From an optimization exercise on the open Yosys and OpenROAD flow, aimed at small area, a short achievable clock period and few clock cycles per item; shortcuts taken in it are not production practice.
Only simulation tests tie the RTL to the original design; equivalence was not proved.
No activity file was given, so power comes from the tool's default toggle rates.

Design image_filter, start of the top module:
module image_filter (
    input clk,
    input reset,
    input        in_valid,
    output       in_ready,
    input  [7:0] in_pixel,
    input [12:0] image_width,
    input [10:0] image_height,
    input [8:0] kernel_1,
    input [8:0] kernel_2,
    input [8:0] kernel_3,
    input [8:0] kernel_4,
    input [8:0] kernel_5,
    input [8:0] kernel_6,
    input [8:0] kernel_7,
    input [8:0] kernel_8,
    input [8:0] kernel_9,
    output       out_valid,
    output [7:0] out_pixel
);
Size: roughly 6600 cells after synthesis, about 130 I/O pins, about 150000 sq um of cells after synthesis.
export LEC_CHECK = 0
export CAP_MARGIN = 20
export CORE_MARGIN = 2
export CORE_UTILIZATION = 45
export CTS_CLUSTER_DIAMETER = 70
export CTS_CLUSTER_SIZE = 28
export PLACE_DENSITY = 0.6
export SLEW_MARGIN = 20
create_clock -name core_clock -period 11.5 [get_ports {clk}]
standard.sh (not shown) runs the stock make flow with config.mk's settings and CLKGATE_MAP_FILE= SYNTH_SCRIPT=/design/flow/synth_recipe.tcl, a recipe that flattens the netlist after the stock synthesis.
==> flow/flow/run.sh <==
#!/bin/bash
set -euo pipefail
MARGIN=${MARGIN:-7.75}
bash standard.sh \
  "SYNTH_ARGS=-noabc" \
  "BUFFER_PORTS_ARGS=-buffer_cell sky130_fd_sc_hd__buf_2" \
  "PRE_RESIZE_TCL=$PWD/flow/pre_resize.tcl" \
  "SETUP_SLACK_MARGIN=$MARGIN" \
  "CTS_ARGS=-sink_clustering_enable -repair_clock_nets -sink_clustering_size 28 -sink_clustering_max_diameter 70 -dont_use_dummy_load" \
  finish > flow_make.log 2>&1
==> flow/flow/pre_resize.tcl <==
# Fanout limit for repair_design, so that high-fanout nets (the line buffer
# shift enable) get a balanced buffer tree. Timing constraints are unchanged.
set_max_fanout 32 [current_design]
The first run completed without violations.
Testbench counts at the start, summed over its fixed seeds: cycles 44,250, items 33,706.
Change:
CORE_UTILIZATION = 65   (was 45)
PLACE_DENSITY = 0.75   (was 0.6)
Effect:
- final area fell slightly
- hold slack degrades by 0.035 ns
- global-route usage rose by 9.0 points
- via count rose by a few percent
- sequential power hardly moves
- die area fell by a quarter to a third
- final cell count fell by roughly a tenth
- utilization rose by 21 points
- non-clock buffer count rose by 3

Starting RTL as in the previous note.
==> flow/config.mk <==
export PLATFORM = sky130hd
export DESIGN_NAME = image_filter
export DESIGN_NICKNAME = image_filter
export VERILOG_FILES = /design/flow/design.v
export SDC_FILE = /design/flow/constraint.sdc
export NUM_CORES = 4
export LEC_CHECK = 0
export CAP_MARGIN = 20
export CORE_MARGIN = 2
export CORE_UTILIZATION = 45
export CTS_CLUSTER_DIAMETER = 80
export CTS_CLUSTER_SIZE = 32
export PLACE_DENSITY = 0.6
export SLEW_MARGIN = 20
==> flow/constraint.sdc <==
create_clock -name core_clock -period 11.5 [get_ports {clk}]
set_input_delay 2.3000 -clock core_clock [delete_from_list [all_inputs] [get_ports {clk}]]
set_output_delay 2.3000 -clock core_clock [all_outputs]
set_load 0.01 [all_outputs]
run.sh (not shown) runs the stock make flow with config.mk's settings and CLKGATE_MAP_FILE= SYNTH_SCRIPT=/design/flow/synth_recipe.tcl, a recipe that flattens the netlist after the stock synthesis.
Stock flow here: none of the scripts above is used.
Testbench counts at the start, summed over its fixed seeds: cycles 44,250, items 33,706.
Change:
==> flow/flow/run.sh (new file) <==
#!/bin/bash
# Own layout flow: the standard ORFS flow (standard.sh, unchanged
# synthesis, floorplan, power grid, placement, CTS and routing) with
#  - port buffers of type buf_2 instead of the default delay buffer,
#  - a fanout limit for repair_design (flow/pre_resize.tcl),
#  - repair_timing asked for more setup slack than the clock period needs
#    (the constraints and the clock period stay the design's),
#  - CTS sink clustering set here.
# Each tool's output goes to the ORFS logs under orfs/logs; make's own output
# goes to flow_make.log in this folder.
set -euo pipefail
MARGIN=${MARGIN:-7.9}
bash standard.sh \
  "BUFFER_PORTS_ARGS=-buffer_cell sky130_fd_sc_hd__buf_2" \
  "PRE_RESIZE_TCL=$PWD/flow/pre_resize.tcl" \
  "SETUP_SLACK_MARGIN=$MARGIN" \
  "CTS_ARGS=-sink_clustering_enable -repair_clock_nets -sink_clustering_size 28 -sink_clustering_max_diameter 70" \
  finish > flow_make.log 2>&1
==> flow/flow/pre_resize.tcl (new file) <==
# Fanout limit for repair_design, so that high-fanout nets (the line buffer
# shift enable) get a balanced buffer tree. Timing constraints are unchanged.
set_max_fanout 20 [current_design]
==> flow/standard.sh (new file) <==
#!/bin/bash
# synth_recipe.tcl (not shown) runs the flow's synth.tcl, then flattens the netlist and writes it again
# the make line also repeats each setting of config.mk as NAME=value (left out here)
make -C /OpenROAD-flow-scripts/flow DESIGN_CONFIG=/design/flow/config.mk WORK_HOME=/design/flow/orfs CLKGATE_MAP_FILE= SYNTH_SCRIPT=/design/flow/synth_recipe.tcl "${@:-finish}"
Settings changed: CTS_CLUSTER_DIAMETER 80 to 70, CTS_CLUSTER_SIZE 32 to 28.
removed: flow/run.sh
The new run completed with no timing, DRC or antenna violations.
Clock skew came out higher by 0.029 ns.
Combinational power fell slightly.
Via count rose by a few percent.
Routed wire length rises by a few percent.

re-timing with driven ports:
In the flow no input, the clock included, has a driving cell. The finished layouts below were timed again as built, in two steps. Step 1: set_driving_cell puts a clkbuf_16 on clk and a buf_2 on each other input, an assumption about the parent block. Step 2 adds t to the input delays and takes it off the output delays; t is the mean of the earliest and latest rising clock arrival at the registers after step 1. Input paths then give back, and output paths get back, about the clock's delay inside the block. Slacks: no drivers / after step 1 / after step 2; pairs: no drivers / after step 1.
run | shift t [ns] | slack for setup (ns) | worst slew at a driven data input, ns
the first run of note 1 | 0.981 | 7.766 / 7.663 / 7.959 | 0.05
the second run of note 1 | 0.915 | 7.841 / 7.741 / 7.958 | 0.05
the first run of note 2 | 1.004 | 7.236 / 7.129 / 7.353 | 0.07
the second run of note 2 | 0.992 | 7.665 / 7.570 / 7.916 | 0.10
After both steps setup and hold are still met in every run listed.
